This is an optimization exercise on Yosys and OpenROAD, whose aim is small area, not a production implementation.
Only simulation tests tie the RTL to the original design; equivalence was not proved.
No activity file was given, so power comes from the tool's default toggle rates.

Setup of oak:
==> flow/design.v (excerpt) <==
module top_level(
   input         clk,
   input         rst,
   input  [31:0] wb_addr,   
   input         wb_we,     
   input         wb_stb,   
   input         wb_cyc,   
   input  [31:0] wb_dout,   
   output [31:0] wb_din,    
   output        wb_ack,    
   output        spi_mosi,
   output        spi_sck,
   output        spi_ss,
   input         spi_miso
);
For scale: ~1200 cells after synthesis, roughly 110 I/O pins.
==> module srl_fifo, before the edit <==
module srl_fifo #(
   parameter WIDTH=8,
   parameter REV=0,
   parameter BUS=0
   ) (
   input              clk,
   input              rst,
   input              wr,
   input              rd,
   input              rev,
   input              sel,
   input              phase,
   input  [WIDTH-1:0] din_x,
   output [WIDTH-1:0] dor,
   output             empty,
   output             full
);
wire w   = wr;
wire wn  = ~wr;
wire wa  = wr & ~rev;
wire wb  = wr &  rev;
wire ca  = wr & (sel ^ phase);
wire cb  = wr & phase;
reg  [WIDTH-1:0] mem [15:0];
wire [WIDTH-1:0] nxt [15:0];
reg  [4:0] addr;
wire       cnt_up = wr & ~rd;
wire       cnt_dn = rd & ~wr;
wire [4:0] cu, cd;
assign cu[0] = cnt_up;
assign cd[0] = cnt_dn;
genvar gc;
generate
   for (gc = 1; gc < 5; gc = gc + 1) begin : g_cnt
      assign cu[gc] = cu[gc-1] &  addr[gc-1];
      assign cd[gc] = cd[gc-1] & ~addr[gc-1];
   end
endgenerate
always @ (posedge clk)
   addr <= (addr ^ (cu | cd)) | {5{rst}};
assign empty = addr[4];
assign full  = ~addr[4] & (&addr[3:0]);
wire [15:0] seln;
genvar i, b;
generate
   for (i = 0; i < 16; i = i + 1) begin : g_ent
      assign seln[i] = ~(addr[3:0] == i);
      for (b = 0; b < WIDTH; b = b + 1) begin : g_bit
         if (i == 0 && REV != 0 && b < 8) begin : g_rev
            fifo_cell3 u_cell (
               .wa(wa), .a(din_x[b]),
               .wb(wb), .b(din_x[7-b]),
               .wn(wn), .q(mem[0][b]),
               .y(nxt[0][b])
            );
         end else if (i == 0 && BUS != 0) begin : g_bus
            fifo_cell_in u_cell (
               .ca(ca), .cb(cb), .wn(wn),
               .d(din_x[b]),
               .q(mem[0][b]),
               .y(nxt[0][b])
            );
         end else begin : g_fwd
            fifo_cell u_cell (
               .w(w), .wn(wn),
               .d(i == 0 ? din_x[b] : mem[i == 0 ? 0 : i-1][b]),
               .q(mem[i][b]),
               .y(nxt[i][b])
            );
         end
      end
      always @ (posedge clk)
         mem[i] <= nxt[i];
   end
   for (b = 0; b < WIDTH; b = b + 1) begin : g_rd
      wire [7:0] t;
      for (i = 0; i < 8; i = i + 1) begin : g_pair
         fifo_rsel u_sel (
            .sn0(seln[2*i]),   .q0(mem[2*i][b]),
            .sn1(seln[2*i+1]), .q1(mem[2*i+1][b]),
            .y(t[i])
         );
      end
      fifo_or8 u_or (.t(t), .y(dor[b]));
   end
endgenerate
endmodule
export LEC_CHECK = 0
export ABC_AREA = 1
export CAP_MARGIN = 0
export CORE_MARGIN = 2
export CORE_UTILIZATION = 70
export CTS_BUF_LIST = sky130_fd_sc_hd__clkbuf_8
export CTS_CLUSTER_DIAMETER = 60
export CTS_CLUSTER_SIZE = 18
export SLEW_MARGIN = 0
export SYNTH_HIERARCHICAL = 1
create_clock -name core_clock -period 3.5 [get_ports {clk}]
standard.sh (not shown) runs the stock make flow with config.mk's settings and CLKGATE_MAP_FILE= SYNTH_SCRIPT=/design/flow/synth_recipe.tcl, a recipe that flattens the netlist after the stock synthesis.
==> flow/flow/run.sh <==
#!/bin/bash
# Own flow: the standard layout, but synthesis maps logic with an
# area-oriented ABC script (flow/area.abc). Each tool's output goes to a log
# file in the work folder.
set -euo pipefail
W=$(pwd)
export OWN_WORK=$W
export OWN_ABC_SCRIPT=$W/flow/area.abc
make -C "$FLOW_HOME" DESIGN_CONFIG="$W/config.mk" WORK_HOME="$W/orfs" CLKGATE_MAP_FILE= \
  SYNTH_SCRIPT="$W/flow/own_synth.tcl" synth > "$W/own_synth.log" 2>&1
export BUFFER_PORTS_ARGS="-buffer_cell sky130_fd_sc_hd__buf_1"
bash standard.sh > "$W/standard.log" 2>&1
==> flow/flow/area.abc <==
strash
dch
amap
topo
==> flow/flow/own_synth.tcl <==
proc abc {args} {
  set i [lsearch -exact $args -script]
  if {$i >= 0} { lset args [expr {$i + 1}] $::env(OWN_ABC_SCRIPT) }
  yosys abc {*}$args
}
source $::env(OWN_WORK)/synth_recipe.tcl
Relative to oak, the following input files were edited for pine:
--- a/flow/design.v
+++ b/flow/design.v
@@ -83,4 +83,11 @@
 assign y = ~(o ? b1 : b0);
 endmodule
+module fifo_sel (
+   input  a,
+   input  b,
+   output yn
+);
+assign yn = ~(a & b);
+endmodule
 module fifo_rsel (
    input  sn0,
@@ -140,9 +147,23 @@
 assign empty = addr[4];
 assign full  = ~addr[4] & (&addr[3:0]);
-wire [15:0] seln;
+wire [15:0] seln, selm;
+wire [3:0]  dec_lo, dec_hi;
+assign dec_lo[0] = ~addr[1] & ~addr[0];
+assign dec_lo[1] = ~addr[1] &  addr[0];
+assign dec_lo[2] =  addr[1] & ~addr[0];
+assign dec_lo[3] =  addr[1] &  addr[0];
+assign dec_hi[0] = ~addr[3] & ~addr[2];
+assign dec_hi[1] = ~addr[3] &  addr[2];
+assign dec_hi[2] =  addr[3] & ~addr[2];
+assign dec_hi[3] =  addr[3] &  addr[2];
 genvar i, b;
 generate
    for (i = 0; i < 16; i = i + 1) begin : g_ent
-      assign seln[i] = ~(addr[3:0] == i);
+      fifo_sel u_seln (.a(dec_lo[i % 4]), .b(dec_hi[i / 4]), .yn(seln[i]));
+      if (WIDTH > 8) begin : g_selm
+         fifo_sel u_selm (.a(dec_lo[i % 4]), .b(dec_hi[i / 4]), .yn(selm[i]));
+      end else begin : g_nselm
+         assign selm[i] = seln[i];
+      end
       for (b = 0; b < WIDTH; b = b + 1) begin : g_bit
          if (i == 0 && REV != 0 && b < 8) begin : g_rev
@@ -176,6 +197,6 @@
       for (i = 0; i < 8; i = i + 1) begin : g_pair
          fifo_rsel u_sel (
-            .sn0(seln[2*i]),   .q0(mem[2*i][b]),
-            .sn1(seln[2*i+1]), .q1(mem[2*i+1][b]),
+            .sn0(WIDTH > 8 && b >= WIDTH/2 ? selm[2*i]   : seln[2*i]),   .q0(mem[2*i][b]),
+            .sn1(WIDTH > 8 && b >= WIDTH/2 ? selm[2*i+1] : seln[2*i+1]), .q1(mem[2*i+1][b]),
             .y(t[i])
          );
==> comparison <==
pine went all the way through synthesis, placement and routing and the layout is clean on timing, DRC and antenna. On biggest cell delay along the critical path: between oak and pine, it ends up lower for pine. Relative to oak, the met1 demand-to-capacity share in global routing of pine is lower by 4.2 points. Diff oak..pine | width of the chip | negligible. Post-detailed-routing wire length delta (pine − oak): favourable. From oak to pine the numbers moved as follows: non-filler instance count after layout picked up an extra 13; total length of routed met3 wires lost 17%; share of the core filled with cells in the final layout lost 0.93 points. Against oak, power after layout in pine came out worse. Looking at average via count per standard cell across oak and pine, the one that comes out lower is pine. Between oak and pine, the cell area after placement does not differ in any meaningful way. met4 as the uppermost signal routing layer after detailed routing was reported by pine, and met5 by oak. Sort oak and pine by routed length on met2, descending, and pine comes first. HPWL after detailed placement on pine is behind oak. Worst hold slack (lower): pine. Against oak, pine reports a top fanout value on the critical path that is lower.

[port drivers added, routing unchanged]
The results above use ideal ports. As a check the final layouts listed here were re-extracted and re-timed, cells and wires unchanged. Step 1 (the two cells are an assumption about what drives the block):
set clk [get_ports {clk}]
set_driving_cell -lib_cell sky130_fd_sc_hd__clkbuf_16 $clk
set_driving_cell -lib_cell sky130_fd_sc_hd__buf_2 [delete_from_list [all_inputs] $clk]
Step 2 times the ports against the registers' clock, not the clock port: input delays grow and output delays shrink by t, the midpoint of the rising clock arrivals with the driver on. Three values: ideal, step 1, step 2; two values: the first two.
run	t, ns	slack for setup (ns)	hold WS [ns]	slew at the worst register clock pin (ns)	worst data-port slew with drivers (ns)
oak	0.597	0.158 / 0.112 / -0.027	0.404 / 0.377 / 0.427	0.11 / 0.11	0.04
pine	0.592	0.146 / 0.101 / 0.035	0.393 / 0.380 / 0.430	0.11 / 0.11	0.04
Met with ideal ports but missed after step 2: setup timing in oak. The setup slack of oak, which loses most, moves by -0.046 ns with the drivers and by -0.185 ns with both steps.
